This is an optimization exercise on Yosys and OpenROAD, whose aim is small area, a short achievable clock period and few clock cycles, not a production implementation. No functional check of the RTL was part of any run shown here.

==> flow/flow/run.sh <==
#!/bin/bash
# The standard layout (standard.sh: the ORFS synthesis and flow), with one change:
# the port buffers that ORFS's buffer_ports inserts are the small sky130_fd_sc_hd__buf_1
# instead of the delay-cell buffer it picks by default. Every port still gets a buffer.
set -euo pipefail
export BUFFER_PORTS_ARGS="-buffer_cell sky130_fd_sc_hd__buf_1"
bash standard.sh finish > standard.log 2>&1
==> flow/standard.sh <==
#!/bin/bash
# synth_recipe.tcl (not shown) runs the flow's synth.tcl, then flattens the netlist and writes it again
# the make line also repeats each setting of config.mk as NAME=value (left out here)
make -C /OpenROAD-flow-scripts/flow DESIGN_CONFIG=/design/flow/config.mk WORK_HOME=/design/flow/orfs CLKGATE_MAP_FILE= SYNTH_SCRIPT=/design/flow/synth_recipe.tcl "${@:-finish}"
==> flow/config.mk <==
export PLATFORM = sky130hd
export DESIGN_NAME = mult1
export DESIGN_NICKNAME = mult1
export VERILOG_FILES = /design/flow/design.v
export SDC_FILE = /design/flow/constraint.sdc
export NUM_CORES = 4
export LEC_CHECK = 0
export CAP_MARGIN = 20
export CORE_MARGIN = 2
export CORE_UTILIZATION = 65
export SETUP_SLACK_MARGIN = 2.0
export SLEW_MARGIN = 20
export SYNTH_HIERARCHICAL = 1
export SYNTH_MINIMUM_KEEP_SIZE = 0
==> flow/constraint.sdc <==
create_clock -name core_clock -period 5.0 [get_ports {clk}]
set_input_delay 1.0000 -clock core_clock [delete_from_list [all_inputs] [get_ports {clk}]]
set_output_delay 1.0000 -clock core_clock [all_outputs]
set_load 0.01 [all_outputs]
==> flow/design.v <==
`timescale 1 ns / 100 ps
module mult1_fa(a, b, ci, s, co);
	input a, b, ci;
	output s, co;
	assign s  = a ^ b ^ ci;
	assign co = (a & b) | (a & ci) | (b & ci);
endmodule
module mult1_ha(a, b, s, co);
	input a, b;
	output s, co;
	assign s  = a ^ b;
	assign co = a & b;
endmodule
module mult1_ha1(a, b, s, co);
	input a, b;
	output s, co;
	assign s  = ~(a ^ b);
	assign co = a | b;
endmodule
module mult1_row(a, onel, twol, negl, oneh, twoh, negh, r);
	input [31:0] a;
	input onel, twol, negl, oneh, twoh, negh;
	output [33:0] r;
	wire [32:0] one = {{16{oneh}}, {17{onel}}};
	wire [32:0] two = {{16{twoh}}, {17{twol}}};
	wire [32:0] neg = {{16{negh}}, {17{negl}}};
	wire [32:0] m = ({1'b0, a} & one) | ({a, 1'b0} & two);
	assign r = {~negh, m ^ neg};
endmodule
module mult1_enc(b, one, two, neg);
	input [2:0] b;
	output one, two, neg;
	assign one = b[1] ^ b[0];
	assign two = (b[2] & ~b[1] & ~b[0]) | (~b[2] & b[1] & b[0]);
	assign neg = b[2];
endmodule
module mult1_add(a, b, ci, s, c8);
	input [39:0] a, b;
	input ci;
	output [39:0] s;
	output c8;
	wire [39:0] p0 = a ^ b;
	wire [39:0] g0 = a & b;
	wire gg1 = g0[1] | (p0[1] & g0[0]);
	wire pp1 = p0[1] & p0[0];
	wire gg2 = g0[3] | (p0[3] & g0[2]);
	wire pp2 = p0[3] & p0[2];
	wire gg3 = g0[5] | (p0[5] & g0[4]);
	wire pp3 = p0[5] & p0[4];
	wire gg4 = g0[7] | (p0[7] & g0[6]);
	wire pp4 = p0[7] & p0[6];
	wire gg5 = g0[9] | (p0[9] & g0[8]);
	wire pp5 = p0[9] & p0[8];
	wire gg6 = g0[11] | (p0[11] & g0[10]);
	wire pp6 = p0[11] & p0[10];
	wire gg7 = g0[13] | (p0[13] & g0[12]);
	wire pp7 = p0[13] & p0[12];
	wire gg8 = g0[15] | (p0[15] & g0[14]);
	wire pp8 = p0[15] & p0[14];
	wire gg9 = g0[17] | (p0[17] & g0[16]);
	wire pp9 = p0[17] & p0[16];
	wire gg10 = g0[19] | (p0[19] & g0[18]);
	wire pp10 = p0[19] & p0[18];
	wire gg11 = g0[21] | (p0[21] & g0[20]);
	wire pp11 = p0[21] & p0[20];
	wire gg12 = g0[23] | (p0[23] & g0[22]);
	wire pp12 = p0[23] & p0[22];
	wire gg13 = g0[25] | (p0[25] & g0[24]);
	wire pp13 = p0[25] & p0[24];
	wire gg14 = g0[27] | (p0[27] & g0[26]);
	wire pp14 = p0[27] & p0[26];
	wire gg15 = g0[29] | (p0[29] & g0[28]);
	wire pp15 = p0[29] & p0[28];
	wire gg16 = g0[31] | (p0[31] & g0[30]);
	wire pp16 = p0[31] & p0[30];
	wire gg17 = g0[33] | (p0[33] & g0[32]);
	wire pp17 = p0[33] & p0[32];
	wire gg18 = g0[35] | (p0[35] & g0[34]);
	wire pp18 = p0[35] & p0[34];
	wire gg19 = g0[37] | (p0[37] & g0[36]);
	wire pp19 = p0[37] & p0[36];
	wire gg20 = g0[39] | (p0[39] & g0[38]);
	wire pp20 = p0[39] & p0[38];
	wire gg21 = g0[2] | (p0[2] & gg1);
	wire pp21 = p0[2] & pp1;
	wire gg22 = gg2 | (pp2 & gg1);
	wire pp22 = pp2 & pp1;
	wire gg23 = g0[6] | (p0[6] & gg3);
	wire pp23 = p0[6] & pp3;
	wire gg24 = gg4 | (pp4 & gg3);
	wire pp24 = pp4 & pp3;
	wire gg25 = g0[10] | (p0[10] & gg5);
	wire pp25 = p0[10] & pp5;
	wire gg26 = gg6 | (pp6 & gg5);
	wire pp26 = pp6 & pp5;
	wire gg27 = g0[14] | (p0[14] & gg7);
	wire pp27 = p0[14] & pp7;
	wire gg28 = gg8 | (pp8 & gg7);
	wire pp28 = pp8 & pp7;
	wire gg29 = g0[18] | (p0[18] & gg9);
	wire pp29 = p0[18] & pp9;
	wire gg30 = gg10 | (pp10 & gg9);
	wire pp30 = pp10 & pp9;
	wire gg31 = g0[22] | (p0[22] & gg11);
	wire pp31 = p0[22] & pp11;
	wire gg32 = gg12 | (pp12 & gg11);
	wire pp32 = pp12 & pp11;
	wire gg33 = g0[26] | (p0[26] & gg13);
	wire pp33 = p0[26] & pp13;
	wire gg34 = gg14 | (pp14 & gg13);
	wire pp34 = pp14 & pp13;
	wire gg35 = g0[30] | (p0[30] & gg15);
	wire pp35 = p0[30] & pp15;
	wire gg36 = gg16 | (pp16 & gg15);
	wire pp36 = pp16 & pp15;
	wire gg37 = g0[34] | (p0[34] & gg17);
	wire pp37 = p0[34] & pp17;
	wire gg38 = gg18 | (pp18 & gg17);
	wire pp38 = pp18 & pp17;
	wire gg39 = g0[38] | (p0[38] & gg19);
	wire pp39 = p0[38] & pp19;
	wire gg40 = gg20 | (pp20 & gg19);
	wire pp40 = pp20 & pp19;
	wire gg41 = g0[4] | (p0[4] & gg22);
	wire pp41 = p0[4] & pp22;
	wire gg42 = gg3 | (pp3 & gg22);
	wire pp42 = pp3 & pp22;
	wire gg43 = gg23 | (pp23 & gg22);
	wire pp43 = pp23 & pp22;
	wire gg44 = gg24 | (pp24 & gg22);
	wire pp44 = pp24 & pp22;
	wire gg45 = g0[12] | (p0[12] & gg26);
	wire pp45 = p0[12] & pp26;
	wire gg46 = gg7 | (pp7 & gg26);
	wire pp46 = pp7 & pp26;
	wire gg47 = gg27 | (pp27 & gg26);
	wire pp47 = pp27 & pp26;
	wire gg48 = gg28 | (pp28 & gg26);
	wire pp48 = pp28 & pp26;
	wire gg49 = g0[20] | (p0[20] & gg30);
	wire pp49 = p0[20] & pp30;
	wire gg50 = gg11 | (pp11 & gg30);
	wire pp50 = pp11 & pp30;
	wire gg51 = gg31 | (pp31 & gg30);
	wire pp51 = pp31 & pp30;
	wire gg52 = gg32 | (pp32 & gg30);
	wire pp52 = pp32 & pp30;
	wire gg53 = g0[28] | (p0[28] & gg34);
	wire pp53 = p0[28] & pp34;
	wire gg54 = gg15 | (pp15 & gg34);
	wire pp54 = pp15 & pp34;
	wire gg55 = gg35 | (pp35 & gg34);
	wire pp55 = pp35 & pp34;
	wire gg56 = gg36 | (pp36 & gg34);
	wire pp56 = pp36 & pp34;
	wire gg57 = g0[36] | (p0[36] & gg38);
	wire pp57 = p0[36] & pp38;
	wire gg58 = gg19 | (pp19 & gg38);
	wire pp58 = pp19 & pp38;
	wire gg59 = gg39 | (pp39 & gg38);
	wire pp59 = pp39 & pp38;
	wire gg60 = gg40 | (pp40 & gg38);
	wire pp60 = pp40 & pp38;
	wire gg61 = g0[8] | (p0[8] & gg44);
	wire pp61 = p0[8] & pp44;
	wire gg62 = gg5 | (pp5 & gg44);
	wire pp62 = pp5 & pp44;
	wire gg63 = gg25 | (pp25 & gg44);
	wire pp63 = pp25 & pp44;
	wire gg64 = gg26 | (pp26 & gg44);
	wire pp64 = pp26 & pp44;
	wire gg65 = gg45 | (pp45 & gg44);
	wire pp65 = pp45 & pp44;
	wire gg66 = gg46 | (pp46 & gg44);
	wire pp66 = pp46 & pp44;
	wire gg67 = gg47 | (pp47 & gg44);
	wire pp67 = pp47 & pp44;
	wire gg68 = gg48 | (pp48 & gg44);
	wire pp68 = pp48 & pp44;
	wire gg69 = g0[24] | (p0[24] & gg52);
	wire pp69 = p0[24] & pp52;
	wire gg70 = gg13 | (pp13 & gg52);
	wire pp70 = pp13 & pp52;
	wire gg71 = gg33 | (pp33 & gg52);
	wire pp71 = pp33 & pp52;
	wire gg72 = gg34 | (pp34 & gg52);
	wire pp72 = pp34 & pp52;
	wire gg73 = gg53 | (pp53 & gg52);
	wire pp73 = pp53 & pp52;
	wire gg74 = gg54 | (pp54 & gg52);
	wire pp74 = pp54 & pp52;
	wire gg75 = gg55 | (pp55 & gg52);
	wire pp75 = pp55 & pp52;
	wire gg76 = gg56 | (pp56 & gg52);
	wire pp76 = pp56 & pp52;
	wire gg77 = g0[16] | (p0[16] & gg68);
	wire pp77 = p0[16] & pp68;
	wire gg78 = gg9 | (pp9 & gg68);
	wire pp78 = pp9 & pp68;
	wire gg79 = gg29 | (pp29 & gg68);
	wire pp79 = pp29 & pp68;
	wire gg80 = gg30 | (pp30 & gg68);
	wire pp80 = pp30 & pp68;
	wire gg81 = gg49 | (pp49 & gg68);
	wire pp81 = pp49 & pp68;
	wire gg82 = gg50 | (pp50 & gg68);
	wire pp82 = pp50 & pp68;
	wire gg83 = gg51 | (pp51 & gg68);
	wire pp83 = pp51 & pp68;
	wire gg84 = gg52 | (pp52 & gg68);
	wire pp84 = pp52 & pp68;
	wire gg85 = gg69 | (pp69 & gg68);
	wire pp85 = pp69 & pp68;
	wire gg86 = gg70 | (pp70 & gg68);
	wire pp86 = pp70 & pp68;
	wire gg87 = gg71 | (pp71 & gg68);
	wire pp87 = pp71 & pp68;
	wire gg88 = gg72 | (pp72 & gg68);
	wire pp88 = pp72 & pp68;
	wire gg89 = gg73 | (pp73 & gg68);
	wire pp89 = pp73 & pp68;
	wire gg90 = gg74 | (pp74 & gg68);
	wire pp90 = pp74 & pp68;
	wire gg91 = gg75 | (pp75 & gg68);
	wire pp91 = pp75 & pp68;
	wire gg92 = gg76 | (pp76 & gg68);
	wire pp92 = pp76 & pp68;
	wire gg93 = g0[32] | (p0[32] & gg92);
	wire pp93 = p0[32] & pp92;
	wire gg94 = gg17 | (pp17 & gg92);
	wire pp94 = pp17 & pp92;
	wire gg95 = gg37 | (pp37 & gg92);
	wire pp95 = pp37 & pp92;
	wire gg96 = gg38 | (pp38 & gg92);
	wire pp96 = pp38 & pp92;
	wire gg97 = gg57 | (pp57 & gg92);
	wire pp97 = pp57 & pp92;
	wire gg98 = gg58 | (pp58 & gg92);
	wire pp98 = pp58 & pp92;
	wire gg99 = gg59 | (pp59 & gg92);
	wire pp99 = pp59 & pp92;
	wire gg100 = gg60 | (pp60 & gg92);
	wire pp100 = pp60 & pp92;
	assign s = p0 ^ {(gg99 | (pp99 & ci)), (gg98 | (pp98 & ci)), (gg97 | (pp97 & ci)), (gg96 | (pp96 & ci)), (gg95 | (pp95 & ci)), (gg94 | (pp94 & ci)), (gg93 | (pp93 & ci)), (gg92 | (pp92 & ci)), (gg91 | (pp91 & ci)), (gg90 | (pp90 & ci)), (gg89 | (pp89 & ci)), (gg88 | (pp88 & ci)), (gg87 | (pp87 & ci)), (gg86 | (pp86 & ci)), (gg85 | (pp85 & ci)), (gg84 | (pp84 & ci)), (gg83 | (pp83 & ci)), (gg82 | (pp82 & ci)), (gg81 | (pp81 & ci)), (gg80 | (pp80 & ci)), (gg79 | (pp79 & ci)), (gg78 | (pp78 & ci)), (gg77 | (pp77 & ci)), (gg68 | (pp68 & ci)), (gg67 | (pp67 & ci)), (gg66 | (pp66 & ci)), (gg65 | (pp65 & ci)), (gg64 | (pp64 & ci)), (gg63 | (pp63 & ci)), (gg62 | (pp62 & ci)), (gg61 | (pp61 & ci)), (gg44 | (pp44 & ci)), (gg43 | (pp43 & ci)), (gg42 | (pp42 & ci)), (gg41 | (pp41 & ci)), (gg22 | (pp22 & ci)), (gg21 | (pp21 & ci)), (gg1 | (pp1 & ci)), (g0[0] | (p0[0] & ci)), ci};
	assign c8 = (gg44 | (pp44 & ci));
endmodule
module mult1(clk, rst, start, ack, multiplicand, multiplier, product, done);
	input clk;
	input rst;
	input start;
	input ack;
	input [31:0] multiplicand;
	input [31:0] multiplier;
	output [63:0] product;
	output done;
reg        idle_q;   
reg        iter_q;   
reg        fin_q;    
reg        done_q;   
reg        first_q;  
reg [1:0]  cnt;
reg [31:0] a_q;      
reg [31:0] b_q;      
reg [34:0] s_q;      
reg [33:0] c_q;      
reg [7:0]  sl_q;     
reg [7:0]  cl_q;     
reg        cy_q;     
reg        ng_q;     
assign done    = done_q;
assign product = {a_q, b_q};
wire last = (cnt == 2'd3);
wire [9:0] nb = idle_q ? {multiplier[9:2], 2'b00} : {b_q[17:16] & {2{cnt != 2'd2}}, b_q[15:9], 1'b0};
wire [3:0] one_d, two_d, neg_d;
mult1_enc e1 (.b(nb[3:1]), .one(one_d[0]), .two(two_d[0]), .neg(neg_d[0]));
mult1_enc e2 (.b(nb[5:3]), .one(one_d[1]), .two(two_d[1]), .neg(neg_d[1]));
mult1_enc e3 (.b(nb[7:5]), .one(one_d[2]), .two(two_d[2]), .neg(neg_d[2]));
mult1_enc e4 (.b(nb[9:7]), .one(one_d[3]), .two(two_d[3]), .neg(neg_d[3]));
reg [3:0] one_q, two_q, neg_q;
reg [3:0] one_r, two_r, neg_r;
always @(posedge clk) begin
	one_q <= one_d;
	two_q <= two_d;
	neg_q <= neg_d;
end
always @(posedge clk or posedge rst)
	if (rst) begin
		one_r <= 4'b0;
		two_r <= 4'b0;
		neg_r <= 4'b0;
	end else begin
		one_r <= one_d;
		two_r <= two_d;
		neg_r <= neg_d;
	end
wire neg1 = neg_q[0], neg2 = neg_q[1], neg3 = neg_q[2], neg4 = neg_q[3];
wire [33:0] r1, r2, r3, r4;
mult1_row w1 (.a(a_q), .onel(one_q[0]), .twol(two_q[0]), .negl(neg_q[0]), .oneh(one_r[0]), .twoh(two_r[0]), .negh(neg_r[0]), .r(r1));
mult1_row w2 (.a(a_q), .onel(one_q[1]), .twol(two_q[1]), .negl(neg_q[1]), .oneh(one_r[1]), .twoh(two_r[1]), .negh(neg_r[1]), .r(r2));
mult1_row w3 (.a(a_q), .onel(one_q[2]), .twol(two_q[2]), .negl(neg_q[2]), .oneh(one_r[2]), .twoh(two_r[2]), .negh(neg_r[2]), .r(r3));
mult1_row w4 (.a(a_q), .onel(one_q[3]), .twol(two_q[3]), .negl(neg_q[3]), .oneh(one_r[3]), .twoh(two_r[3]), .negh(neg_r[3]), .r(r4));
reg f0_q, f1_q, nf_q;
always @(posedge clk) begin
	f0_q <= idle_q & multiplier[0];
	f1_q <= idle_q & multiplier[1];
	nf_q <= ~idle_q;
end
wire [34:0] sx = {s_q[34] | ~nf_q, s_q[33:32] & {2{nf_q}}, (a_q & {32{f0_q}}) | (s_q[31:0] & {32{nf_q}})};
wire [33:0] cx = {c_q[33] & nf_q, (a_q & {32{f1_q}}) | (c_q[32:1] & {32{nf_q}}), c_q[0] & nf_q};
wire        n0 = ng_q & nf_q;
wire s1, k2, s3, k4, s5, k6, s7, k8, s9, k10, s11, k12, s13, k14, s15, k16, s17, k18, s19, k20, s21, k22, s23, k24, s25, k26, s27, k28, s29, k30, s31, k32, s33, k34, s35, k36, s37, k38, s39, k40, s41, k42, s43, k44, s45, k46, s47, k48, s49, k50, s51, k52, s53, k54, s55, k56, s57, k58, s59, k60, s61, k62, s63, k64, s65, k66, s67, k68, s69, k70, s71, k72, s73, k74, s75, k76, s77, k78, s79, k80, s81, k82, s83, k84, s85, k86, s87, k88, s89, k90, s91, k92, s93, k94, s95, k96, s97, k98, s99, k100, s101, k102, s103, k104, s105, k106, s107, k108, s109, k110, s111, k112, s113, k114, s115, k116, s117, k118, s119, k120, s121, k122, s123, k124, s125, k126, s127, k128, s129, k130, s131, k132, s133, k134, s135, k136, s137, k138, s139, k140, s141, k142, s143, k144, s145, k146, s147, k148, s149, k150, s151, k152, s153, k154, s155, k156, s157, k158, s159, k160, s161, k162, s163, k164, s165, k166, s167, k168, s169, k170, s171, k172, s173, k174, s175, k176, s177, k178, s179, k180, s181, k182, s183, k184, s185, k186, s187, k188, s189, k190, s191, k192, s193, k194, s195, k196, s197, k198, s199, k200, s201, k202, s203, k204, s205, k206, s207, k208, s209, k210, s211, k212, s213, k214, s215, k216, s217, k218, s219, k220, s221, k222, s223, k224, s225, k226, s227, k228, s229, k230, s231, k232, s233, k234, s235, k236, s237, k238, s239, k240, s241, k242, s243, k244, s245, k246, s247, k248, s249, k250, s251, k252, s253, k254, s255, k256, s257, k258, s259, k260, s261, k262, s263, k264, s265, k266, s267, k268, s269, k270, s271, k272, s273, k274, s275, k276, s277, k278, s279;
mult1_ha h2 (.a(neg2), .b(sx[4]), .s(s1), .co(k2));
mult1_ha h4 (.a(sx[5]), .b(cx[5]), .s(s3), .co(k4));
mult1_fa f6 (.a(neg3), .b(sx[6]), .ci(cx[6]), .s(s5), .co(k6));
mult1_ha h8 (.a(r1[4]), .b(r2[2]), .s(s7), .co(k8));
mult1_fa f10 (.a(sx[7]), .b(cx[7]), .ci(r1[5]), .s(s9), .co(k10));
mult1_ha h12 (.a(r2[3]), .b(r3[1]), .s(s11), .co(k12));
mult1_fa f14 (.a(sx[8]), .b(cx[8]), .ci(r1[6]), .s(s13), .co(k14));
mult1_fa f16 (.a(r2[4]), .b(r3[2]), .ci(r4[0]), .s(s15), .co(k16));
mult1_fa f18 (.a(sx[9]), .b(cx[9]), .ci(r1[7]), .s(s17), .co(k18));
mult1_fa f20 (.a(r2[5]), .b(r3[3]), .ci(r4[1]), .s(s19), .co(k20));
mult1_fa f22 (.a(sx[10]), .b(cx[10]), .ci(r1[8]), .s(s21), .co(k22));
mult1_fa f24 (.a(r2[6]), .b(r3[4]), .ci(r4[2]), .s(s23), .co(k24));
mult1_fa f26 (.a(sx[11]), .b(cx[11]), .ci(r1[9]), .s(s25), .co(k26));
mult1_fa f28 (.a(r2[7]), .b(r3[5]), .ci(r4[3]), .s(s27), .co(k28));
mult1_fa f30 (.a(sx[12]), .b(cx[12]), .ci(r1[10]), .s(s29), .co(k30));
mult1_fa f32 (.a(r2[8]), .b(r3[6]), .ci(r4[4]), .s(s31), .co(k32));
mult1_fa f34 (.a(sx[13]), .b(cx[13]), .ci(r1[11]), .s(s33), .co(k34));
mult1_fa f36 (.a(r2[9]), .b(r3[7]), .ci(r4[5]), .s(s35), .co(k36));
mult1_fa f38 (.a(sx[14]), .b(cx[14]), .ci(r1[12]), .s(s37), .co(k38));
mult1_fa f40 (.a(r2[10]), .b(r3[8]), .ci(r4[6]), .s(s39), .co(k40));
mult1_fa f42 (.a(sx[15]), .b(cx[15]), .ci(r1[13]), .s(s41), .co(k42));
mult1_fa f44 (.a(r2[11]), .b(r3[9]), .ci(r4[7]), .s(s43), .co(k44));
mult1_fa f46 (.a(sx[16]), .b(cx[16]), .ci(r1[14]), .s(s45), .co(k46));
mult1_fa f48 (.a(r2[12]), .b(r3[10]), .ci(r4[8]), .s(s47), .co(k48));
mult1_fa f50 (.a(sx[17]), .b(cx[17]), .ci(r1[15]), .s(s49), .co(k50));
mult1_fa f52 (.a(r2[13]), .b(r3[11]), .ci(r4[9]), .s(s51), .co(k52));
mult1_fa f54 (.a(sx[18]), .b(cx[18]), .ci(r1[16]), .s(s53), .co(k54));
mult1_fa f56 (.a(r2[14]), .b(r3[12]), .ci(r4[10]), .s(s55), .co(k56));
mult1_fa f58 (.a(sx[19]), .b(cx[19]), .ci(r1[17]), .s(s57), .co(k58));
mult1_fa f60 (.a(r2[15]), .b(r3[13]), .ci(r4[11]), .s(s59), .co(k60));
mult1_fa f62 (.a(sx[20]), .b(cx[20]), .ci(r1[18]), .s(s61), .co(k62));
mult1_fa f64 (.a(r2[16]), .b(r3[14]), .ci(r4[12]), .s(s63), .co(k64));
mult1_fa f66 (.a(sx[21]), .b(cx[21]), .ci(r1[19]), .s(s65), .co(k66));
mult1_fa f68 (.a(r2[17]), .b(r3[15]), .ci(r4[13]), .s(s67), .co(k68));
mult1_fa f70 (.a(sx[22]), .b(cx[22]), .ci(r1[20]), .s(s69), .co(k70));
mult1_fa f72 (.a(r2[18]), .b(r3[16]), .ci(r4[14]), .s(s71), .co(k72));
mult1_fa f74 (.a(sx[23]), .b(cx[23]), .ci(r1[21]), .s(s73), .co(k74));
mult1_fa f76 (.a(r2[19]), .b(r3[17]), .ci(r4[15]), .s(s75), .co(k76));
mult1_fa f78 (.a(sx[24]), .b(cx[24]), .ci(r1[22]), .s(s77), .co(k78));
mult1_fa f80 (.a(r2[20]), .b(r3[18]), .ci(r4[16]), .s(s79), .co(k80));
mult1_fa f82 (.a(sx[25]), .b(cx[25]), .ci(r1[23]), .s(s81), .co(k82));
mult1_fa f84 (.a(r2[21]), .b(r3[19]), .ci(r4[17]), .s(s83), .co(k84));
mult1_fa f86 (.a(sx[26]), .b(cx[26]), .ci(r1[24]), .s(s85), .co(k86));
mult1_fa f88 (.a(r2[22]), .b(r3[20]), .ci(r4[18]), .s(s87), .co(k88));
mult1_fa f90 (.a(sx[27]), .b(cx[27]), .ci(r1[25]), .s(s89), .co(k90));
mult1_fa f92 (.a(r2[23]), .b(r3[21]), .ci(r4[19]), .s(s91), .co(k92));
mult1_fa f94 (.a(sx[28]), .b(cx[28]), .ci(r1[26]), .s(s93), .co(k94));
mult1_fa f96 (.a(r2[24]), .b(r3[22]), .ci(r4[20]), .s(s95), .co(k96));
mult1_fa f98 (.a(sx[29]), .b(cx[29]), .ci(r1[27]), .s(s97), .co(k98));
mult1_fa f100 (.a(r2[25]), .b(r3[23]), .ci(r4[21]), .s(s99), .co(k100));
mult1_fa f102 (.a(sx[30]), .b(cx[30]), .ci(r1[28]), .s(s101), .co(k102));
mult1_fa f104 (.a(r2[26]), .b(r3[24]), .ci(r4[22]), .s(s103), .co(k104));
mult1_fa f106 (.a(sx[31]), .b(cx[31]), .ci(r1[29]), .s(s105), .co(k106));
mult1_fa f108 (.a(r2[27]), .b(r3[25]), .ci(r4[23]), .s(s107), .co(k108));
mult1_fa f110 (.a(sx[32]), .b(cx[32]), .ci(r1[30]), .s(s109), .co(k110));
mult1_fa f112 (.a(r2[28]), .b(r3[26]), .ci(r4[24]), .s(s111), .co(k112));
mult1_fa f114 (.a(sx[33]), .b(cx[33]), .ci(r1[31]), .s(s113), .co(k114));
mult1_fa f116 (.a(r2[29]), .b(r3[27]), .ci(r4[25]), .s(s115), .co(k116));
mult1_fa f118 (.a(sx[34]), .b(r1[32]), .ci(r2[30]), .s(s117), .co(k118));
mult1_ha1 g120 (.a(r3[28]), .b(r4[26]), .s(s119), .co(k120));
mult1_fa f122 (.a(r1[33]), .b(r2[31]), .ci(r3[29]), .s(s121), .co(k122));
mult1_ha h124 (.a(r2[32]), .b(r3[30]), .s(s123), .co(k124));
mult1_ha h126 (.a(neg1), .b(sx[2]), .s(s125), .co(k126));
mult1_ha h128 (.a(sx[3]), .b(cx[3]), .s(s127), .co(k128));
mult1_fa f130 (.a(cx[4]), .b(r1[2]), .ci(r2[0]), .s(s129), .co(k130));
mult1_fa f132 (.a(r1[3]), .b(r2[1]), .ci(k2), .s(s131), .co(k132));
mult1_fa f134 (.a(r3[0]), .b(k4), .ci(s5), .s(s133), .co(k134));
mult1_fa f136 (.a(k6), .b(k8), .ci(s11), .s(s135), .co(k136));
mult1_fa f138 (.a(k12), .b(k10), .ci(s13), .s(s137), .co(k138));
mult1_fa f140 (.a(k14), .b(s17), .ci(k16), .s(s139), .co(k140));
mult1_fa f142 (.a(k18), .b(s21), .ci(k20), .s(s141), .co(k142));
mult1_fa f144 (.a(k22), .b(s25), .ci(k24), .s(s143), .co(k144));
mult1_fa f146 (.a(k26), .b(s29), .ci(k28), .s(s145), .co(k146));
mult1_fa f148 (.a(k30), .b(s33), .ci(k32), .s(s147), .co(k148));
mult1_fa f150 (.a(k34), .b(s37), .ci(k36), .s(s149), .co(k150));
mult1_fa f152 (.a(k38), .b(s41), .ci(k40), .s(s151), .co(k152));
mult1_fa f154 (.a(k42), .b(s45), .ci(k44), .s(s153), .co(k154));
mult1_fa f156 (.a(k46), .b(s49), .ci(k48), .s(s155), .co(k156));
mult1_fa f158 (.a(k50), .b(s53), .ci(k52), .s(s157), .co(k158));
mult1_fa f160 (.a(k54), .b(s57), .ci(k56), .s(s159), .co(k160));
mult1_fa f162 (.a(k58), .b(s61), .ci(k60), .s(s161), .co(k162));
mult1_fa f164 (.a(k62), .b(s65), .ci(k64), .s(s163), .co(k164));
mult1_fa f166 (.a(k66), .b(s69), .ci(k68), .s(s165), .co(k166));
mult1_fa f168 (.a(k70), .b(s73), .ci(k72), .s(s167), .co(k168));
mult1_fa f170 (.a(k74), .b(s77), .ci(k76), .s(s169), .co(k170));
mult1_fa f172 (.a(k78), .b(s81), .ci(k80), .s(s171), .co(k172));
mult1_fa f174 (.a(k82), .b(s85), .ci(k84), .s(s173), .co(k174));
mult1_fa f176 (.a(k86), .b(s89), .ci(k88), .s(s175), .co(k176));
mult1_fa f178 (.a(k90), .b(s93), .ci(k92), .s(s177), .co(k178));
mult1_fa f180 (.a(k94), .b(s97), .ci(k96), .s(s179), .co(k180));
mult1_fa f182 (.a(k98), .b(s101), .ci(k100), .s(s181), .co(k182));
mult1_fa f184 (.a(k102), .b(s105), .ci(k104), .s(s183), .co(k184));
mult1_fa f186 (.a(k106), .b(s109), .ci(k108), .s(s185), .co(k186));
mult1_fa f188 (.a(k110), .b(s113), .ci(k112), .s(s187), .co(k188));
mult1_fa f190 (.a(k114), .b(s117), .ci(s119), .s(s189), .co(k190));
mult1_fa f192 (.a(r4[27]), .b(k118), .ci(k120), .s(s191), .co(k192));
mult1_fa f194 (.a(r4[28]), .b(s123), .ci(k122), .s(s193), .co(k194));
mult1_fa f196 (.a(r2[33]), .b(r3[31]), .ci(r4[29]), .s(s195), .co(k196));
mult1_ha h198 (.a(r3[32]), .b(r4[30]), .s(s197), .co(k198));
mult1_ha h200 (.a(n0), .b(sx[0]), .s(s199), .co(k200));
mult1_ha h202 (.a(sx[1]), .b(cx[1]), .s(s201), .co(k202));
mult1_fa f204 (.a(cx[2]), .b(r1[0]), .ci(s125), .s(s203), .co(k204));
mult1_fa f206 (.a(r1[1]), .b(k126), .ci(s127), .s(s205), .co(k206));
mult1_fa f208 (.a(k128), .b(s1), .ci(s129), .s(s207), .co(k208));
mult1_fa f210 (.a(s3), .b(k130), .ci(s131), .s(s209), .co(k210));
mult1_fa f212 (.a(s7), .b(k132), .ci(s133), .s(s211), .co(k212));
mult1_fa f214 (.a(s9), .b(k134), .ci(s135), .s(s213), .co(k214));
mult1_fa f216 (.a(s15), .b(k136), .ci(s137), .s(s215), .co(k216));
mult1_fa f218 (.a(s19), .b(k138), .ci(s139), .s(s217), .co(k218));
mult1_fa f220 (.a(s23), .b(k140), .ci(s141), .s(s219), .co(k220));
mult1_fa f222 (.a(s27), .b(k142), .ci(s143), .s(s221), .co(k222));
mult1_fa f224 (.a(s31), .b(k144), .ci(s145), .s(s223), .co(k224));
mult1_fa f226 (.a(s35), .b(k146), .ci(s147), .s(s225), .co(k226));
mult1_fa f228 (.a(s39), .b(k148), .ci(s149), .s(s227), .co(k228));
mult1_fa f230 (.a(s43), .b(k150), .ci(s151), .s(s229), .co(k230));
mult1_fa f232 (.a(s47), .b(k152), .ci(s153), .s(s231), .co(k232));
mult1_fa f234 (.a(s51), .b(k154), .ci(s155), .s(s233), .co(k234));
mult1_fa f236 (.a(s55), .b(k156), .ci(s157), .s(s235), .co(k236));
mult1_fa f238 (.a(s59), .b(k158), .ci(s159), .s(s237), .co(k238));
mult1_fa f240 (.a(s63), .b(k160), .ci(s161), .s(s239), .co(k240));
mult1_fa f242 (.a(s67), .b(k162), .ci(s163), .s(s241), .co(k242));
mult1_fa f244 (.a(s71), .b(k164), .ci(s165), .s(s243), .co(k244));
mult1_fa f246 (.a(s75), .b(k166), .ci(s167), .s(s245), .co(k246));
mult1_fa f248 (.a(s79), .b(k168), .ci(s169), .s(s247), .co(k248));
mult1_fa f250 (.a(s83), .b(k170), .ci(s171), .s(s249), .co(k250));
mult1_fa f252 (.a(s87), .b(k172), .ci(s173), .s(s251), .co(k252));
mult1_fa f254 (.a(s91), .b(k174), .ci(s175), .s(s253), .co(k254));
mult1_fa f256 (.a(s95), .b(k176), .ci(s177), .s(s255), .co(k256));
mult1_fa f258 (.a(s99), .b(k178), .ci(s179), .s(s257), .co(k258));
mult1_fa f260 (.a(s103), .b(k180), .ci(s181), .s(s259), .co(k260));
mult1_fa f262 (.a(s107), .b(k182), .ci(s183), .s(s261), .co(k262));
mult1_fa f264 (.a(s111), .b(k184), .ci(s185), .s(s263), .co(k264));
mult1_fa f266 (.a(s115), .b(k186), .ci(s187), .s(s265), .co(k266));
mult1_fa f268 (.a(k116), .b(k188), .ci(s189), .s(s267), .co(k268));
mult1_fa f270 (.a(s121), .b(k190), .ci(s191), .s(s269), .co(k270));
mult1_ha1 g272 (.a(s193), .b(k192), .s(s271), .co(k272));
mult1_fa f274 (.a(k124), .b(s195), .ci(k194), .s(s273), .co(k274));
mult1_ha1 g276 (.a(s197), .b(k196), .s(s275), .co(k276));
mult1_fa f278 (.a(r3[33]), .b(r4[31]), .ci(k198), .s(s277), .co(k278));
assign s279 = ~r4[32];
wire [42:0] st = {1'b0, r4[32], k278, k276, k274, k272, k270, k268, k266, k264, k262, k260, k258, k256, k254, k252, k250, k248, k246, k244, k242, k240, k238, k236, k234, k232, k230, k228, k226, k224, k222, k220, k218, k216, k214, k212, k210, k208, k206, k204, k202, k200, s199};
wire [42:0] ct = {1'b0, r4[33], s279, s277, s275, s273, s271, s269, s267, s265, s263, s261, s259, s257, s255, s253, s251, s249, s247, s245, s243, s241, s239, s237, s235, s233, s231, s229, s227, s225, s223, s221, s219, s217, s215, s213, s211, s209, s207, s205, s203, s201, cx[0]};
wire [39:0] sum;
wire        lo8;
mult1_add ad (.a({s_q[31:0], sl_q}), .b({c_q[31:0], cl_q}), .ci(cy_q), .s(sum), .c8(lo8));
wire [8:0]  lo  = {lo8, sum[7:0]};
wire a_nz = |multiplicand;
wire b_nz = |multiplier;
always @(posedge clk or posedge rst)
	if (rst) begin
		idle_q  <= 1'b1;
		iter_q  <= 1'b0;
		fin_q   <= 1'b0;
		done_q  <= 1'b0;
		first_q <= 1'b1;
		cnt     <= 2'd0;
	end else begin
		idle_q  <= (idle_q & ~start) | (done_q & ack);
		iter_q  <= (idle_q & start & a_nz & b_nz) | (iter_q & ~last);
		fin_q   <= iter_q & last;
		done_q  <= fin_q | (idle_q & start & ~(a_nz & b_nz)) | (done_q & ~ack);
		first_q <= idle_q;
		cnt     <= iter_q ? cnt + 2'd1 : 2'd0;
	end
always @(posedge clk) begin
	s_q  <= st[42:8];
	c_q  <= ct[41:8];
	sl_q <= st[7:0];
	cl_q <= ct[7:0];
	cy_q <= lo[8] & ~first_q;
	ng_q <= neg4;
end
always @(posedge clk)
	if (idle_q) begin
		a_q <= multiplicand & {32{b_nz}};
		b_q <= multiplier & {32{a_nz}};
	end else if (iter_q | fin_q) begin
		b_q <= {lo[7:0], b_q[31:8]};
		if (fin_q)
			a_q <= sum[39:8];
	end
endmodule
==> flow_summary.toml, run 1 <==
[worst_setup_path]
cp.required_ns = 5.31
worst_path_dominant_cell_family = "adder cells"
crit_top_cell = "sky130_fd_sc_hd__fa_1"
setup.worst_path.start_class = "flip-flop"
setup.worst_path.class = "flip-flop to flip-flop"
critical-path-slowest-cell = "sky130_fd_sc_hd__dfrtp_1"
worst_setup_path_end_kind = "flip-flop"
worst-endpoint-arrival_ns = 3.26
crit_fanout = 15
critical_path_buf_inv_count = 0
cell_by_cell_trace_of_the_critical_path = "a22oi_1 > xnor2_1 > fa_1 > fa_1 > fa_1"
critPathMaxStageDelay_ns = 0.95

[cells_and_area]
final-instance-count-excl-fill = 1534
seqCellArea_mm2 = 0.00444
insertedDiodeCount = 0
final.fill_count = 1595
fin_nets = 1495
most-common-layout-cells = "sky130_fd_sc_hd__xnor2_1 (153), sky130_fd_sc_hd__buf_1 (132), sky130_fd_sc_hd__fa_1 (127)"
final_common_cell = "sky130_fd_sc_hd__xnor2_1"
stdcell_area_mm2 = 0.0148
layout-drive-gt1-share_pct = 12.8
multi_input_comb_area_mm2 = 0.00861
areaGrowthSynthToFinish_pct = 7.31

[clocking]
clk_transition_reported_paths_ns = 0.08
insertion_delay_ns = 0.44
tritoncts.num_buffers = 17
root_buffer_master = "sky130_fd_sc_hd__clkbuf_16"
clock-sinks = 184
cts_tree = "done"
cts.htree.levels = 4
clockBufferDepth = 2

[placed_design]
hpwlAfterDp_mm = 26.1
routability_driven_placement_congestion_ratio = 0.914
dpl_cells = 1497
io_buffers = 132
dpl_cell_area_mm2 = 0.0140

[grt]
grt.overflow.total = 0
grt_start_max_net_pins = 70
initial_antenna_violation_count = 0
grt_pass1_vias = 10300
first_pass_grt_wire_length_mm = 57.7
grt_total_usage_pct = 34.4

[floorplan]
die-height_um = 150
initial_utilization_pct = 66.0
pin_count = 133
total_die_area_mm2 = 0.0224
fp-row-count = 53
core_mm2 = 0.0209
die_w_um = 150

[synth]
synth_enable_flop_cells = 64
mapped_cell_area_mm2 = 0.0138
most_used_dff_post_synth = "sky130_fd_sc_hd__dfxtp_1"
netlist_instances = 1162
yosys_register_bits = 184
seq_total_area_yosys_pct = 32.1
yosys_warnings = 7
ys_types = 56
synthesized_area_per_cell_um2 = 11.9
synthesis.nets = 1411
asyncSetResetFlopFracSynth_pct = 10.3

[sta]
slew_viol_final = 0
rsz_0062_raised_after_global_routing = "true"
timing.max_slew.rel_slack_pct = 26.6
final_hold_fails = 0
final_period_minus_worst_setup_slack_ns = 2.95
finClkSkew_ns = 0.0151
timing_worst_slew_pin_value_ns = 1.10
clock.fmax_mhz = 339
fin_crit_sh_pct = 59.0
setup_tns_final_ns = 0
timing.final.setup_violations = 0

[route]
drtIter0Drc = 789
vias_per_cell = 6.48
drc = 0
drtAntennaViolNets = 0
drt-wirelength-per-cell_um = 24.2
vias = 9939
pre_antenna_drt_iters = 5
postRouteWirelength_mm = 37.1

[run]
timing.max_cap.violations = 0

[worst_hold_path]
min-delay-path-class = "flip-flop to flip-flop"

[run_status]
run_status = "complete, no violations"
-- modules after synthesis, one instance, submodules excluded --
| module | cell area, um2 | flip-flops and latches | cells |
|---|---|---|---|
| mult1 | 6290 | 184 | 481 |
| mult1_add | 1580 | 0 | 198 |
| mult1_row | 757 | 0 | 78 |
| mult1_enc | 38.8 | 0 | 5 |
| mult1_ha1 | 27.5 | 0 | 5 |
| mult1_fa | 20.0 | 0 | 1 |
| mult1_ha | 12.5 | 0 | 1 |
-- worst paths after layout --
| kind | slack (ns) | depth (start not counted) | from | to |
|---|---|---|---|---|
| worst max-delay path | 2.05 | 5 | one_r[2]$_DFF_PP0_ | c_q[19]$_DFF_P_ |
| worst min-delay path | 0.46 | 1 | cnt[0]$_DFF_PP0_ | cnt[0]$_DFF_PP0_ |
| worst max register to register | 2.05 | 5 | one_r[2]$_DFF_PP0_ | c_q[19]$_DFF_P_ |
| worst min register to register | 0.46 | 1 | cnt[0]$_DFF_PP0_ | cnt[0]$_DFF_PP0_ |
| max in group asynchronous | 3.84 | 2 | rst | one_r[0]$_DFF_PP0_ |
| min in group asynchronous | 0.64 | 2 | rst | cnt[1]$_DFF_PP0_ |
-- routing by layer --
metal / up-vias / global-route usage, % / routed length (um) / share of wire (%)
met4: 0 / 12.2 / 1080 / 2.9
met5: - / 0 / 0 / 0
met2: 447 / 57.2 / 18200 / 49
met3: 71 / 4.30 / 2440 / 6.6
met1: 5044 / 46.9 / 15400 / 42
li1: 4377 / - / - / -
-- cell families after synthesis --
| group | count (synthesis) | share of synthesized area (%) |
|---|---|---|
| xor+xnor | 169 | 10.7 |
| flops | 184 | 32.1 |
| buf+inv | 112 | 5.60 |
| simple gates | 180 | 5.98 |
| compound gates | 336 | 22.2 |
| fa+ha+maj | 181 | 23.3 |
-- worst register-to-register path, delay by kind of cell (launching register included) --
kind,cells,cell delay [ns]
flops,1,0.95
compound gates,1,0.24
fa+ha+maj,3,1.43
xor+xnor,1,0.20
-- cells in the mapped netlist (all sizes together) (6+ instances only) --
master | instances | area, um2
a21o | 13 | 97.6
fa | 127 | 2540
ha | 54 | 676
dfxtp | 101 | 2020
o21bai | 6 | 48.8
o21ai | 21 | 109
a22o | 64 | 561
o2bb2ai | 55 | 482
buf | 60 | 577
nand4 | 8 | 50.1
nor2 | 20 | 75.1
clkbuf | 23 | 86.3
nand3 | 6 | 30.0
xor2 | 16 | 140
dfrtp | 17 | 425
nand2 | 103 | 387
inv | 29 | 109
xnor2 | 153 | 1340
a21oi | 25 | 129
nor2b | 6 | 37.5
edfxtp | 64 | 1920
and2 | 6 | 37.5
a22oi | 124 | 1350
nor4 | 17 | 121
-- final cells by class --
type,count,share of cell area [%]
inverter,29,0.736
tap,275,2.33
multi-input combinational,866,58.2
sequential,184,30.0
clock inverter,15,1.48
clock buffer,17,2.88
timing repair buffer,148,4.36
-- stage by stage --
step                utilization [%]  setup slack [ns]  hold WS (ns)
floorplan                         -              2.41         0.326
global placement               67.2              1.73         0.442
detailed placement             67.2              1.71         0.449
CTS                            70.5              1.99         0.462
global route                   70.8              1.98         0.480
finish                         70.8              2.05         0.461
-- what timing repair did --
| item | CTS | global route |
|---|---|---|
| cloned | 0 | 0 |
| endpoints found under the hold margin | 0 | 0 |
| buffers inserted | 2 | 2 |
| hold buffers | 0 | 0 |
| gates resized for setup | 5 | 10 |
| setup endpoints to repair | 28 | 18 |
| pin swaps | 1 | 3 |
-- registers in the layout, summed over array words and instances, names as in the netlist, 2 cells and up --
register  cells
one_r         4
one_q         4
sl_q          8
c_q          34
neg_r         4
b_q          32
neg_q         4
s_q          34
a_q          32
two_q         4
cl_q          8
cnt           2
two_r         4
==> run 2: changes to the inputs <==
--- a/flow/config.mk
+++ b/flow/config.mk
@@ -10,3 +10,3 @@
 export CORE_UTILIZATION = 65
-export SETUP_SLACK_MARGIN = 2.0
+export SETUP_SLACK_MARGIN = 2.4
 export SLEW_MARGIN = 20
==> run 2 against run 1 <==
Still clean on timing, DRC and antenna; count of clock-buffer cells in the layout unchanged; via count grew 7.3%; critical path depth is 6 higher; utilization rose by 7.5 points; final cell count is 6.8% higher; critical endpoint is now a_q[25]$_DFFE_PP_.
==> flow_summary.toml, run 2 <==
[run_status]
run_status = "complete, no violations"

[grt]
initial_antenna_violation_count = 0
gr_busiest_metal = "met2"
first_pass_grt_wire_length_mm = 60.4
groute.layer.met3.usage_pct = 5.03
grt_pass1_vias = 10800
grt.overflow.total = 0
grt_total_usage_pct = 36.2
grt_util_met2_pct = 60.6
gr-usage-met1_pct = 47.6
grt_start_max_net_pins = 70

[worst_hold_path]
holdPathStages = 1
min_delay_worst_endpoint = "cnt[0]$_DFF_PP0_"
hold_start = "cnt[0]$_DFF_PP0_"
min-delay-path-class = "flip-flop to flip-flop"

[synth]
yosys-top-cells-count = "sky130_fd_sc_hd__xnor2_1 (153), sky130_fd_sc_hd__fa_1 (127), sky130_fd_sc_hd__nand2_1 (103)"
synth_area_in_simple_gates_pct = 5.98
synthesis.nets = 1411
synth_enable_flop_cells = 64
ys_top_cells_by_area = "sky130_fd_sc_hd__fa_1 (18%), sky130_fd_sc_hd__dfxtp_1 (15%), sky130_fd_sc_hd__edfxtp_1 (14%)"
synth-compound-area-share_pct = 22.2
synthMostInstantiatedCell = "sky130_fd_sc_hd__xnor2_1"
most_used_dff_post_synth = "sky130_fd_sc_hd__dfxtp_1"
synth_adder_area_share_pct = 23.3
cell_taking_the_most_area_after_synthesis = "sky130_fd_sc_hd__fa_1"
yosys_register_bits = 184
yosys_warnings = 7
synthXorXnorAreaFrac_pct = 10.7
asyncSetResetFlopFracSynth_pct = 10.3
yosys-mux-area-fraction_pct = 0
seq_total_area_yosys_pct = 32.1
ys_types = 56
synth_top_family_by_area = "adder cells"
netlist_instances = 1162
synthesized_area_per_cell_um2 = 11.9
mapped_cell_area_mm2 = 0.0138
netlist.area_leader.share_pct = 18.4

[cells_and_area]
fin_nets = 1600
insertedDiodeCount = 0
layout-drive-gt1-share_pct = 26.8
final_common_cell = "sky130_fd_sc_hd__xnor2_1"
most-common-layout-cells = "sky130_fd_sc_hd__xnor2_1 (143), sky130_fd_sc_hd__buf_1 (132), sky130_fd_sc_hd__fa_1 (107)"
largest_registers = "c_q: 34 flops, s_q: 34 flops"
areaGrowthSynthToFinish_pct = 18.6

[floorplan]
initial_utilization_pct = 66.0
fp-row-count = 53
die_w_um = 150
core_mm2 = 0.0209
die-height_um = 150
pin_count = 133
total_die_area_mm2 = 0.0224

[route]
drtIter0Drc = 1058
pre_antenna_drt_iters = 5
vias = 10700
drtAntennaViolNets = 0
drc = 0
postRouteWirelength_mm = 41.0
drt-wirelength-per-cell_um = 25.0
vias_per_cell = 6.51

[sta]
timing_worst_slew_pin_value_ns = 0.979
final_period_minus_worst_setup_slack_ns = 2.80
final_hold_fails = 0
clock.fmax_mhz = 358
rsz_0062_raised_after_global_routing = "true"
fin_crit_sh_pct = 55.9
worst_slack_ns = 2.20
timing.final.setup_violations = 0
setup_tns_final_ns = 0
slew_viol_final = 0
finClkSkew_ns = 0.0168
timing.max_slew.rel_slack_pct = 34.7

[worst_setup_path]
worst-endpoint-arrival_ns = 3.04
worst_path_dominant_cell_family = "compound AO/OA/AOI/OAI gates"
cp.required_ns = 5.25
setup.worst_path.class = "flip-flop to flip-flop"
critical-path-slowest-cell = "sky130_fd_sc_hd__dfxtp_1"
rr_startpoint = "c_q[2]$_DFF_P_"
setup.worst_path.start_class = "flip-flop"
critPathMaxStageDelay_ns = 0.35
cell_by_cell_trace_of_the_critical_path = "ha_4 > and3_1 > nand2_1 > o31ai_4 > buf_12 > a32oi_4 > o31ai_4 > buf_12 > a21oi_1 > xnor2_1 > o2bb2ai_1"
r2r_end = "a_q[25]$_DFFE_PP_"
worst_setup_path_end_kind = "flip-flop"
critical_path_buf_inv_count = 2
rrSetupSlack_ns = 2.20
worst_r2r_path_depth = 11
crit_fanout = 8

[clocking]
tritoncts.num_buffers = 17
cts.htree.levels = 4
clk_transition_reported_paths_ns = 0.08
clockBufferDepth = 2
cts_tree = "done"
clock-sinks = 184
postCtsHoldBufs = 0
root_buffer_master = "sky130_fd_sc_hd__clkbuf_16"
insertion_delay_ns = 0.44

[placed_design]
hpwlAfterDp_mm = 26.1
io_buffers = 132
placement.setup.worst_slack_ns = 1.71
routability_driven_placement_congestion_ratio = 0.914

[run]
timing.max_cap.violations = 0
-- run 2: cell count changes in the layout (fill, tap and decap cells not counted), moves of 9 or more --
cell and change:
sky130_fd_sc_hd__xnor2_1 -10, sky130_fd_sc_hd__dfxtp_4 +12, sky130_fd_sc_hd__fa_1 -20, sky130_fd_sc_hd__ha_4 +10, sky130_fd_sc_hd__ha_1 -11, sky130_fd_sc_hd__fa_2 +20
sky130_fd_sc_hd__xnor2_2 +10, sky130_fd_sc_hd__dfxtp_1 -15, sky130_fd_sc_hd__dfrtp_1 -9, sky130_fd_sc_hd__buf_12 +14, sky130_fd_sc_hd__buf_4 +82
-- run 2: through the flow --
step	area, um2	hold slack [ns]	cells	utilization (%)
after detailed placement	14000	0.449	1497	67.2
after global placement	14000	0.442	1497	67.2
after CTS	15700	0.462	1607	75.2
after floorplan	13800	0.326	1162	-
final	16300	0.457	1639	78.3
after global routing	16300	0.480	1639	78.3
-- run 2: cell type report --
| type | count | area (um2) |
|---|---|---|
| clock inverter | 15 | 219 |
| multi-input combinational | 867 | 9110 |
| tap | 275 | 344 |
| sequential | 184 | 4520 |
| clock buffer | 17 | 425 |
| inverter | 29 | 109 |
| timing repair buffer | 252 | 1630 |
| fill | 1348 | 4540 |
-- run 2: routing by layer --
layer	part of all wire, %	up-vias
li1	-	4595
met1	40	5362
met2	49	574
met3	7.2	137
met4	4.0	0
met5	0	-
-- run 2: repair_timing --
| action | 4_1_cts | 5_1_grt |
|---|---|---|
| pin swaps | 13 | 52 |
| setup endpoints to repair | 109 | 49 |
| endpoints found under the hold margin | 0 | 0 |
| gates cloned | 1 | 0 |
| resized for setup | 70 | 93 |
| buffers inserted | 77 | 32 |
-- run 2: worst max path at each step --
stage	startpoint	end	slack, ns	cells after the start
3_5_place_dp	multiplicand[13]	b_q[28]$_DFFE_PP_	1.71	6
5_1_grt	s_q[9]$_DFF_P_	a_q[25]$_DFFE_PP_	2.07	11
2_1_floorplan	sl_q[0]$_DFF_P_	a_q[30]$_DFFE_PP_	2.41	10
3_3_place_gp	multiplicand[13]	b_q[0]$_DFFE_PP_	1.73	6
4_1_cts	multiplicand[27]	b_q[1]$_DFFE_PP_	2.32	5
6_report	c_q[2]$_DFF_P_	a_q[25]$_DFFE_PP_	2.20	11
-- run 2: per-module statistics from Yosys (local to each module, per instance) --
module / times used / cell area, um2 / cells inside
mult1: 1 / 6290 / 481
mult1_add: 1 / 1580 / 198
mult1_row: 4 / 757 / 78
mult1_enc: 4 / 38.8 / 5
mult1_ha1: 3 / 27.5 / 5
mult1_fa: 126 / 20.0 / 1
mult1_ha: 10 / 12.5 / 1
-- run 2: logic make-up (layout without fill, tap and decap cells) --
| family | Yosys count | count (layout) |
|---|---|---|
| simple gates | 180 | 181 |
| xor+xnor | 169 | 169 |
| fa+ha+maj | 181 | 181 |
| buf+inv | 112 | 313 |
| compound gates | 336 | 336 |
| flops | 184 | 184 |

afterwards: timing with drivers on the ports:
In the flow no input, the clock included, has a driving cell. The finished layouts below were timed again as built, in two steps.
Step 1 (the two cells are an assumption about what drives the block):
set clk [get_ports {clk}]
set_driving_cell -lib_cell sky130_fd_sc_hd__clkbuf_16 $clk
set_driving_cell -lib_cell sky130_fd_sc_hd__buf_2 [delete_from_list [all_inputs] $clk]
Step 2, shift: input delay + t, output delay - t, t = (earliest + latest rising clock arrival at the registers) / 2. This alone moves slack from input paths to output paths.
a / b / c = ideal ports / drivers / drivers and shift; a / b = the first two.
run | shift t [ns] | setup slack, ns | worst setup path after step 2 | cell pins on the clock port's net
run 1 | 0.485 | 2.049 / 2.049 / 1.936 | input to register | 1
run 2 | 0.484 | 2.203 / 2.203 / 2.104 | input to register | 1
After both steps setup and hold are still met in every run listed. For run 1, which loses most, drivers alone change the setup slack by 0.000 ns; drivers and shift together by -0.113 ns.
